This is an optimization exercise on Yosys and OpenROAD, whose aim is small area, not a production implementation.
Where RTL was checked, it was by simulation tests only, not by an equivalence proof against the original.
No activity file was given, so power comes from the tool's default toggle rates.

== before ==
==> module FIFO_Buffer, before the edit <==
module FIFO_Buffer
(input clk, rst,
 input [7:0] Data_in,
 input val, grant,
 output ret,
 output [7:0] head,    
 output v              
 );
reg [7:0] m0, m1, m2, m3;
reg [1:0] p_reg;       
reg       r_reg;       
reg [2:0] occ;
reg       v_reg;
wire       full   = occ[2];
wire       nempty = |occ;
wire [1:0] rd = p_reg + {1'b0, r_reg};
wire [1:0] wr = rd + occ[1:0];
wire write = val & ~full;
wire read  = nempty & grant;
always @(posedge clk)
	if (write)
		case (wr)
			2'd0: m0 <= Data_in;
			2'd1: m1 <= Data_in;
			2'd2: m2 <= Data_in;
			default: m3 <= Data_in;
		endcase
always @(posedge clk) begin
	p_reg <= rd;
	r_reg <= read;
end
always @(posedge clk, posedge rst)
	if (rst) begin
		occ <= 3'd0;
		v_reg <= 1'b0;
	end else begin
		v_reg <= nempty;
		if (write & ~read) occ <= occ + 1'b1;
		if (read & ~write) occ <= occ - 1'b1;
	end
assign head = (p_reg == 2'd0) ? m0 : (p_reg == 2'd1) ? m1 : (p_reg == 2'd2) ? m2 : m3;
assign v = v_reg;
assign ret = full;
endmodule
==> flow/config.mk <==
export PLATFORM = sky130hd
export DESIGN_NAME = router_5p
export DESIGN_NICKNAME = router_5p
export VERILOG_FILES = /design/flow/design.v
export SDC_FILE = /design/flow/constraint.sdc
export NUM_CORES = 4
export LEC_CHECK = 0
export CAP_MARGIN = 20
export CORE_MARGIN = 2
export CORE_UTILIZATION = 40
export CTS_CLUSTER_DIAMETER = 120
export CTS_CLUSTER_SIZE = 30
export GPL_TIMING_DRIVEN = 0
export PLACE_DENSITY = 0.6
export SLEW_MARGIN = 20
==> flow/constraint.sdc <==
create_clock -name core_clock -period 5.0 [get_ports {clk}]
set_input_delay 1.0000 -clock core_clock [delete_from_list [all_inputs] [get_ports {clk}]]
set_output_delay 1.0000 -clock core_clock [all_outputs]
set_load 0.01 [all_outputs]
standard.sh (not shown) runs the stock make flow with config.mk's settings and CLKGATE_MAP_FILE= SYNTH_SCRIPT=/design/flow/synth_recipe.tcl, a recipe that flattens the netlist after the stock synthesis.
==> flow/flow/run.sh <==
#!/bin/bash
# Standard layout (standard.sh) with these changes:
#  - ABC maps the logic for area: flow/abc_map.script replaces ORFS's abc_speed.script
#    in a copy of ORFS's scripts folder; the rest of the synthesis is unchanged.
#  - the port buffers use the smallest buffer cell.
#  - adders are left to ABC (no ADDER_MAP_FILE), as the rest of the logic.
#  - clock tree: clusters of up to 30 sinks within 120 um, a clkbuf_4 root, no dummy loads.
set -euo pipefail
rm -rf myscripts
cp -r "$FLOW_HOME/scripts" myscripts
cp flow/abc_map.script myscripts/abc_speed.script
export SCRIPTS_DIR="$PWD/myscripts"
export BUFFER_PORTS_ARGS="-buffer_cell sky130_fd_sc_hd__buf_1"
export ADDER_MAP_FILE=""
export CTS_ARGS="-sink_clustering_enable -repair_clock_nets -sink_clustering_size 30 -sink_clustering_max_diameter 120 -dont_use_dummy_load -root_buf sky130_fd_sc_hd__clkbuf_4"
bash standard.sh > standard_flow.log 2>&1
==> flow/flow/abc_map.script <==
strash
&get -n
&st
&synch2
&dch -f
&put
amap
topo
[inputs] after vs before
--- a/flow/design.v
+++ b/flow/design.v
@@ -7,40 +7,46 @@
  output v              
  );
 reg [7:0] m0, m1, m2, m3;
 reg [1:0] p_reg;       
 reg       r_reg;       
-reg [2:0] occ;
-reg       v_reg;
-wire       full   = occ[2];
-wire       nempty = |occ;
-wire [1:0] rd = p_reg + {1'b0, r_reg};
-wire [1:0] wr = rd + occ[1:0];
+reg [1:0] wr;
+reg       full, nempty, v_reg;
+wire [1:0] rd     = r_reg ? {p_reg[0], ~p_reg[1]} : p_reg;
+wire [1:0] rd_inc = {rd[0], ~rd[1]};
+wire [1:0] wp     = nempty ? wr : rd;
+wire [1:0] wp_inc = {wp[0], ~wp[1]};
 wire write = val & ~full;
 wire read  = nempty & grant;
 always @(posedge clk)
 	if (write)
-		case (wr)
-			2'd0: m0 <= Data_in;
-			2'd1: m1 <= Data_in;
-			2'd2: m2 <= Data_in;
+		case (wp)
+			2'b00: m0 <= Data_in;
+			2'b01: m1 <= Data_in;
+			2'b11: m2 <= Data_in;
 			default: m3 <= Data_in;
 		endcase
 always @(posedge clk) begin
 	p_reg <= rd;
 	r_reg <= read;
+	wr <= write ? wp_inc : wp;
 end
 always @(posedge clk, posedge rst)
 	if (rst) begin
-		occ <= 3'd0;
-		v_reg <= 1'b0;
+		full <= 1'b0; nempty <= 1'b0; v_reg <= 1'b0;
 	end else begin
 		v_reg <= nempty;
-		if (write & ~read) occ <= occ + 1'b1;
-		if (read & ~write) occ <= occ - 1'b1;
+		if (read & ~write) begin
+			full <= 1'b0;
+			nempty <= (rd_inc != wr);
+		end
+		if (write & ~read) begin
+			nempty <= 1'b1;
+			full <= (wp_inc == rd);
+		end
 	end
-assign head = (p_reg == 2'd0) ? m0 : (p_reg == 2'd1) ? m1 : (p_reg == 2'd2) ? m2 : m3;
+assign head = (p_reg == 2'b00) ? m0 : (p_reg == 2'b01) ? m1 : (p_reg == 2'b11) ? m2 : m3;
 assign v = v_reg;
 assign ret = full;
 endmodule
 module block_input
 (input [1:0] X_cur, Y_cur,
Ratio of final minimum period to clock period, after and before: higher on before
[after] stage delay of the slowest cell on the critical path rose 20 ps relative to before
after against before: fraction of area in clock buffers and inverters barely changed; worst setup margin went up by 21 ps; sequential portion of the cell area higher.
after vs before — die footprint climbed slightly
Clock power on after is up relative to before.
Taking before as the reference, in after number of nets with antenna violations after detailed routing now sits at about the same level; met1 track utilization from global routing comparable.
Row number of cells on the critical path: after lower / before higher
The beginning of the critical path comes out INPUT_E.p_reg[0] in one run and INPUT_N.p_reg[0] in the other, namely in after and before respectively.
Compared before against after; setup fix buffers added after clock tree synthesis within noise.
Function not checked in after: the RTL went through the layout flow alone.

Starting RTL as in the previous note.
clock: 5.0 ns
lec_check: 0
cap_margin: 20
core_margin: 2
core_utilization: 40
cts_cluster_diameter: 120
cts_cluster_size: 30
gpl_timing_driven: 0
place_density: 0.6
slew_margin: 20
==> flow/flow/abc_map.script <==
strash
&get -n
&st
&synch2
&dch
&put
amap
topo
Scripts as last shown in full above: flow/flow/run.sh
The starting point ran to the end with no violations.
Then changed:
--- a/flow/design.v
+++ b/flow/design.v
@@ -8,38 +8,43 @@
  );
 reg [7:0] m0, m1, m2, m3;
 reg [1:0] p_reg;       
 reg       r_reg;       
-reg [2:0] occ;
-reg       v_reg;
-wire       full   = occ[2];
-wire       nempty = |occ;
-wire [1:0] rd = p_reg + {1'b0, r_reg};
-wire [1:0] wr = rd + occ[1:0];
+reg [1:0] wr;
+reg       full, nempty, v_reg;
+wire [1:0] p_inc  = {p_reg[0], ~p_reg[1]};
+wire [1:0] rd     = r_reg ? p_inc : p_reg;
+wire [1:0] rd_inc = {rd[0], ~rd[1]};
+wire [1:0] wr_inc = {wr[0], ~wr[1]};
 wire write = val & ~full;
 wire read  = nempty & grant;
 always @(posedge clk)
 	if (write)
 		case (wr)
-			2'd0: m0 <= Data_in;
-			2'd1: m1 <= Data_in;
-			2'd2: m2 <= Data_in;
+			2'b00: m0 <= Data_in;
+			2'b01: m1 <= Data_in;
+			2'b11: m2 <= Data_in;
 			default: m3 <= Data_in;
 		endcase
-always @(posedge clk) begin
-	p_reg <= rd;
-	r_reg <= read;
-end
 always @(posedge clk, posedge rst)
 	if (rst) begin
-		occ <= 3'd0;
-		v_reg <= 1'b0;
+		p_reg <= 2'b00; r_reg <= 1'b0; wr <= 2'b00;
+		full <= 1'b0; nempty <= 1'b0; v_reg <= 1'b0;
 	end else begin
+		p_reg <= rd;
+		r_reg <= read;
 		v_reg <= nempty;
-		if (write & ~read) occ <= occ + 1'b1;
-		if (read & ~write) occ <= occ - 1'b1;
+		if (write) wr <= wr_inc;
+		if (read & ~write) begin
+			full <= 1'b0;
+			nempty <= (rd_inc != wr);
+		end
+		if (write & ~read) begin
+			nempty <= 1'b1;
+			full <= (wr_inc == rd);
+		end
 	end
-assign head = (p_reg == 2'd0) ? m0 : (p_reg == 2'd1) ? m1 : (p_reg == 2'd2) ? m2 : m3;
+assign head = (p_reg == 2'b00) ? m0 : (p_reg == 2'b01) ? m1 : (p_reg == 2'b11) ? m2 : m3;
 assign v = v_reg;
 assign ret = full;
 endmodule
 module block_input
The changed run ran to the end with no violations.
Global-route usage rises by 0.30 points.
Utilization barely changes.
Critical path depth is unchanged.
Final area barely changes.
Worst setup slack barely changes.
Die area hardly moves.
Power decreases by 2.5%.
Routed wire length rises by 2.4%.
Fmax hardly moves.
Clock power rose by about 0.6%.
Combinational power came out lower by 6.5%.

The RTL this note starts from:
==> flow/design.v <==
module FIFO_Buffer
(input clk, rst,
 input [7:0] Data_in,
 input val, grant,
 output ret,
 output [7:0] head,    
 output v              
 );
reg [7:0] m0, m1, m2, m3;
reg [1:0] p_reg;       
reg       r_reg;       
reg [1:0] wr;
reg       full, nempty, v_reg;
wire [1:0] rd     = r_reg ? {p_reg[0], ~p_reg[1]} : p_reg;
wire [1:0] rd_inc = {rd[0], ~rd[1]};
wire [1:0] wp     = nempty ? wr : rd;
wire [1:0] wp_inc = {wp[0], ~wp[1]};
wire write = val & ~full;
wire read  = nempty & grant;
always @(posedge clk)
	if (write)
		case (wp)
			2'b00: m0 <= Data_in;
			2'b01: m1 <= Data_in;
			2'b11: m2 <= Data_in;
			default: m3 <= Data_in;
		endcase
always @(posedge clk) begin
	p_reg <= rd;
	r_reg <= read;
	wr <= write ? wp_inc : wp;
end
always @(posedge clk, posedge rst)
	if (rst) begin
		full <= 1'b0; nempty <= 1'b0; v_reg <= 1'b0;
	end else begin
		v_reg <= nempty;
		if (read & ~write) begin
			full <= 1'b0;
			nempty <= (rd_inc != wr);
		end
		if (write & ~read) begin
			nempty <= 1'b1;
			full <= (wp_inc == rd);
		end
	end
assign head = (p_reg == 2'b00) ? m0 : (p_reg == 2'b01) ? m1 : (p_reg == 2'b11) ? m2 : m3;
assign v = v_reg;
assign ret = full;
endmodule
module block_input
(input [1:0] X_cur, Y_cur,
 input [3:0] addr,
 output [4:0] req
 );
wire [1:0] xd = addr[1:0];
wire [1:0] yd = addr[3:2];
wire xe = (xd == X_cur);
assign req[0] = xe & (yd == Y_cur);
assign req[1] = (xd > X_cur);
assign req[2] = (xd < X_cur);
assign req[3] = xe & (yd > Y_cur);
assign req[4] = xe & (yd < Y_cur);
endmodule
module switch
(input clk, rst,
 input [1:0] X_cur, Y_cur,
 input [7:0] In_L, In_N, In_E, In_S, In_W,
 input [4:0] v,                  
 input [4:0] full,               
 output [4:0] grant,
 output [7:0] Out_L, Out_N, Out_E, Out_S, Out_W
 );
reg [2:0] count;
reg [2:0] sel [0:4];             
function [4:0] dec;              
	input [2:0] c;
	dec = {c[2] & ~c[1], c[1] & ~c[0], ~c[2] & c[1], ~c[1] & c[0], ~c[2] & ~c[0]};
endfunction
wire [7:0] In [0:4];
assign In[0] = In_L; assign In[1] = In_N; assign In[2] = In_E; assign In[3] = In_S; assign In[4] = In_W;
wire [4:0] cp = dec(count);
wire [3:0] addr = ({4{cp[0]}} & In_L[3:0]) | ({4{cp[1]}} & In_N[3:0]) | ({4{cp[2]}} & In_E[3:0]) |
                  ({4{cp[3]}} & In_S[3:0]) | ({4{cp[4]}} & In_W[3:0]);
wire rv = |(cp & v);
wire [4:0] rq;                   
block_input RT(.X_cur(X_cur), .Y_cur(Y_cur), .addr(addr), .req(rq));
wire [4:0] hit = {5{rv}} & {rq[2], rq[4], rq[1], rq[3], rq[0]};
wire [4:0] ds [0:4];             
wire [4:0] dsT [0:4];            
genvar o, p;
generate
	for (o = 0; o < 5; o = o + 1) begin : g_dec
		assign ds[o] = dec(sel[o]);
		for (p = 0; p < 5; p = p + 1) begin : g_p
			assign dsT[p][o] = ds[o][p];
		end
	end
endgenerate
reg [4:0] rf;
wire [4:0] gnt_c;
generate
	for (p = 0; p < 5; p = p + 1) begin : g_gnt
		assign gnt_c[p] = |(rf & dsT[p]);
	end
endgenerate
always @(posedge clk, posedge rst)
	if (rst)
		count <= 3'b000;
	else
		count <= {count[1:0], ~(count[2] | count[1])};
wire [2:0] sel_d = count | {3{~rv}};
always @(posedge clk) begin
	rf <= ~full;
	if (hit[0] | ~rv) sel[0] <= sel_d;
	if (hit[1] | ~rv) sel[1] <= sel_d;
	if (hit[2] | ~rv) sel[2] <= sel_d;
	if (hit[3] | ~rv) sel[3] <= sel_d;
	if (hit[4] | ~rv) sel[4] <= sel_d;
end
assign grant = gnt_c;
wire [7:0] Out [0:4];
generate
	for (o = 0; o < 5; o = o + 1) begin : g_out
		wire [4:0] e = ds[o] & v;
		assign Out[o] = ({8{e[0]}} & In[0]) | ({8{e[1]}} & In[1]) | ({8{e[2]}} & In[2]) |
		                ({8{e[3]}} & In[3]) | ({8{e[4]}} & In[4]);
	end
endgenerate
assign Out_L = Out[0]; assign Out_N = Out[1]; assign Out_E = Out[2]; assign Out_S = Out[3]; assign Out_W = Out[4];
endmodule
module router_5p
(input clk,rst,
 input [1:0] X_address , Y_address,
 input [7:0]Data_in_L, Data_in_N, Data_in_S, Data_in_E, Data_in_W,
 output [7:0]Data_out_L, Data_out_N, Data_out_S, Data_out_E, Data_out_W,
 input val_in_L, val_in_N, val_in_S, val_in_E, val_in_W,
 output ret_in_L, ret_in_N, ret_in_S, ret_in_E, ret_in_W,
 input ret_out_L, ret_out_N, ret_out_S, ret_out_E, ret_out_W,
 output val_out_L, val_out_N, val_out_S, val_out_E, val_out_W
    );
wire [7:0] In_L, In_N, In_E, In_S, In_W;
wire [4:0] v, grant;    
FIFO_Buffer INPUT_L(.clk(clk), .rst(rst), .Data_in(Data_in_L), .val(val_in_L), .grant(grant[0]), .ret(ret_in_L), .head(In_L), .v(v[0]));
FIFO_Buffer INPUT_N(.clk(clk), .rst(rst), .Data_in(Data_in_N), .val(val_in_N), .grant(grant[1]), .ret(ret_in_N), .head(In_N), .v(v[1]));
FIFO_Buffer INPUT_E(.clk(clk), .rst(rst), .Data_in(Data_in_E), .val(val_in_E), .grant(grant[2]), .ret(ret_in_E), .head(In_E), .v(v[2]));
FIFO_Buffer INPUT_S(.clk(clk), .rst(rst), .Data_in(Data_in_S), .val(val_in_S), .grant(grant[3]), .ret(ret_in_S), .head(In_S), .v(v[3]));
FIFO_Buffer INPUT_W(.clk(clk), .rst(rst), .Data_in(Data_in_W), .val(val_in_W), .grant(grant[4]), .ret(ret_in_W), .head(In_W), .v(v[4]));
switch SW(.clk(clk), .rst(rst), .X_cur(X_address), .Y_cur(Y_address),
	.In_L(In_L), .In_N(In_N), .In_E(In_E), .In_S(In_S), .In_W(In_W),
	.v(v), .full({ret_out_W, ret_out_S, ret_out_E, ret_out_N, ret_out_L}), .grant(grant),
	.Out_L(Data_out_L), .Out_N(Data_out_N), .Out_E(Data_out_E), .Out_S(Data_out_S), .Out_W(Data_out_W));
assign val_out_L = ~ret_out_L & (|Data_out_L);
assign val_out_N = ~ret_out_N & (|Data_out_N);
assign val_out_E = ~ret_out_E & (|Data_out_E);
assign val_out_S = ~ret_out_S & (|Data_out_S);
assign val_out_W = ~ret_out_W & (|Data_out_W);
endmodule
==> flow/config.mk <==
export PLATFORM = sky130hd
export DESIGN_NAME = router_5p
export DESIGN_NICKNAME = router_5p
export VERILOG_FILES = /design/flow/design.v
export SDC_FILE = /design/flow/constraint.sdc
export NUM_CORES = 4
export LEC_CHECK = 0
export CAP_MARGIN = 20
export CORE_MARGIN = 2
export CORE_UTILIZATION = 40
export CTS_CLUSTER_DIAMETER = 120
export CTS_CLUSTER_SIZE = 30
export GPL_TIMING_DRIVEN = 0
export PLACE_DENSITY = 0.6
export SLEW_MARGIN = 20
==> flow/constraint.sdc <==
create_clock -name core_clock -period 5.0 [get_ports {clk}]
set_input_delay 1.0000 -clock core_clock [delete_from_list [all_inputs] [get_ports {clk}]]
set_output_delay 1.0000 -clock core_clock [all_outputs]
set_load 0.01 [all_outputs]
==> flow/flow/run.sh <==
#!/bin/bash
# Standard layout (standard.sh) with two changes:
#  - ABC maps the logic for area: flow/abc_map.script replaces ORFS's abc_speed.script
#    in a copy of ORFS's scripts folder; the rest of the synthesis is unchanged.
#  - the port buffers use the smallest buffer cell.
#  - adders are left to ABC (no ADDER_MAP_FILE), as the rest of the logic.
set -euo pipefail
rm -rf myscripts
cp -r "$FLOW_HOME/scripts" myscripts
cp flow/abc_map.script myscripts/abc_speed.script
export SCRIPTS_DIR="$PWD/myscripts"
export BUFFER_PORTS_ARGS="-buffer_cell sky130_fd_sc_hd__buf_1"
export ADDER_MAP_FILE=""
bash standard.sh > standard_flow.log 2>&1
==> flow/flow/abc_map.script <==
strash
&get -n
&st
&synch2
&dch -f
&put
amap
topo
Rerun with:
--- a/flow/design.v
+++ b/flow/design.v
@@ -9,42 +9,36 @@
 reg [7:0] m0, m1, m2, m3;
 reg [1:0] p_reg;       
 reg       r_reg;       
-reg [1:0] wr;
-reg       full, nempty, v_reg;
-wire [1:0] rd     = r_reg ? {p_reg[0], ~p_reg[1]} : p_reg;
-wire [1:0] rd_inc = {rd[0], ~rd[1]};
-wire [1:0] wp     = nempty ? wr : rd;
-wire [1:0] wp_inc = {wp[0], ~wp[1]};
+reg [2:0] occ;
+reg       v_reg;
+wire       full   = occ[2];
+wire       nempty = |occ;
+wire [1:0] rd = p_reg + {1'b0, r_reg};
+wire [1:0] wr = rd + occ[1:0];
 wire write = val & ~full;
 wire read  = nempty & grant;
 always @(posedge clk)
 	if (write)
-		case (wp)
-			2'b00: m0 <= Data_in;
-			2'b01: m1 <= Data_in;
-			2'b11: m2 <= Data_in;
+		case (wr)
+			2'd0: m0 <= Data_in;
+			2'd1: m1 <= Data_in;
+			2'd2: m2 <= Data_in;
 			default: m3 <= Data_in;
 		endcase
 always @(posedge clk) begin
 	p_reg <= rd;
 	r_reg <= read;
-	wr <= write ? wp_inc : wp;
 end
 always @(posedge clk, posedge rst)
 	if (rst) begin
-		full <= 1'b0; nempty <= 1'b0; v_reg <= 1'b0;
+		occ <= 3'd0;
+		v_reg <= 1'b0;
 	end else begin
 		v_reg <= nempty;
-		if (read & ~write) begin
-			full <= 1'b0;
-			nempty <= (rd_inc != wr);
-		end
-		if (write & ~read) begin
-			nempty <= 1'b1;
-			full <= (wp_inc == rd);
-		end
+		if (write & ~read) occ <= occ + 1'b1;
+		if (read & ~write) occ <= occ - 1'b1;
 	end
-assign head = (p_reg == 2'b00) ? m0 : (p_reg == 2'b01) ? m1 : (p_reg == 2'b11) ? m2 : m3;
+assign head = (p_reg == 2'd0) ? m0 : (p_reg == 2'd1) ? m1 : (p_reg == 2'd2) ? m2 : m3;
 assign v = v_reg;
 assign ret = full;
 endmodule
After rerunning: The changed run produced a clean layout; non-clock buffer count stays the same; final area barely changes; clock power went up by about 0.5%; power went up by 4.9%; hold slack gains 0.063 ns.
For the first run of this note, only the layout was checked, not whether the RTL still works.

## port drivers added, routing unchanged
Ports are ideal in the flow. The routed layouts listed here were re-timed in OpenROAD. Step 1 assumes that a clkbuf_16 drives the clock port and a buf_2 every other input. Step 2 times the ports against the registers' clock, not the clock port: input delays grow and output delays shrink by t, the midpoint of the rising clock arrivals with the driver on. Slacks: ideal / step 1 / step 2; pairs: ideal / step 1.
| run | t (ns) | setup slack, ns | worst setup path at the end |
|---|---|---|---|
| before | 0.611 | 0.243 / 0.205 / 0.816 | register to output |
| after | 0.626 | 0.264 / 0.226 / 0.852 | register to output |
| the first run of note 2 | 0.647 | 0.163 / 0.122 / 0.769 | register to output |
| the second run of note 2 | 0.625 | 0.166 / 0.122 / 0.747 | register to output |
| the first run of note 3 | 0.508 | 0.257 / 0.211 / 0.719 | register to output |
| the second run of note 3 | 0.506 | 0.284 / 0.237 / 0.743 | register to output |
After both steps setup and hold are still met in every run listed.
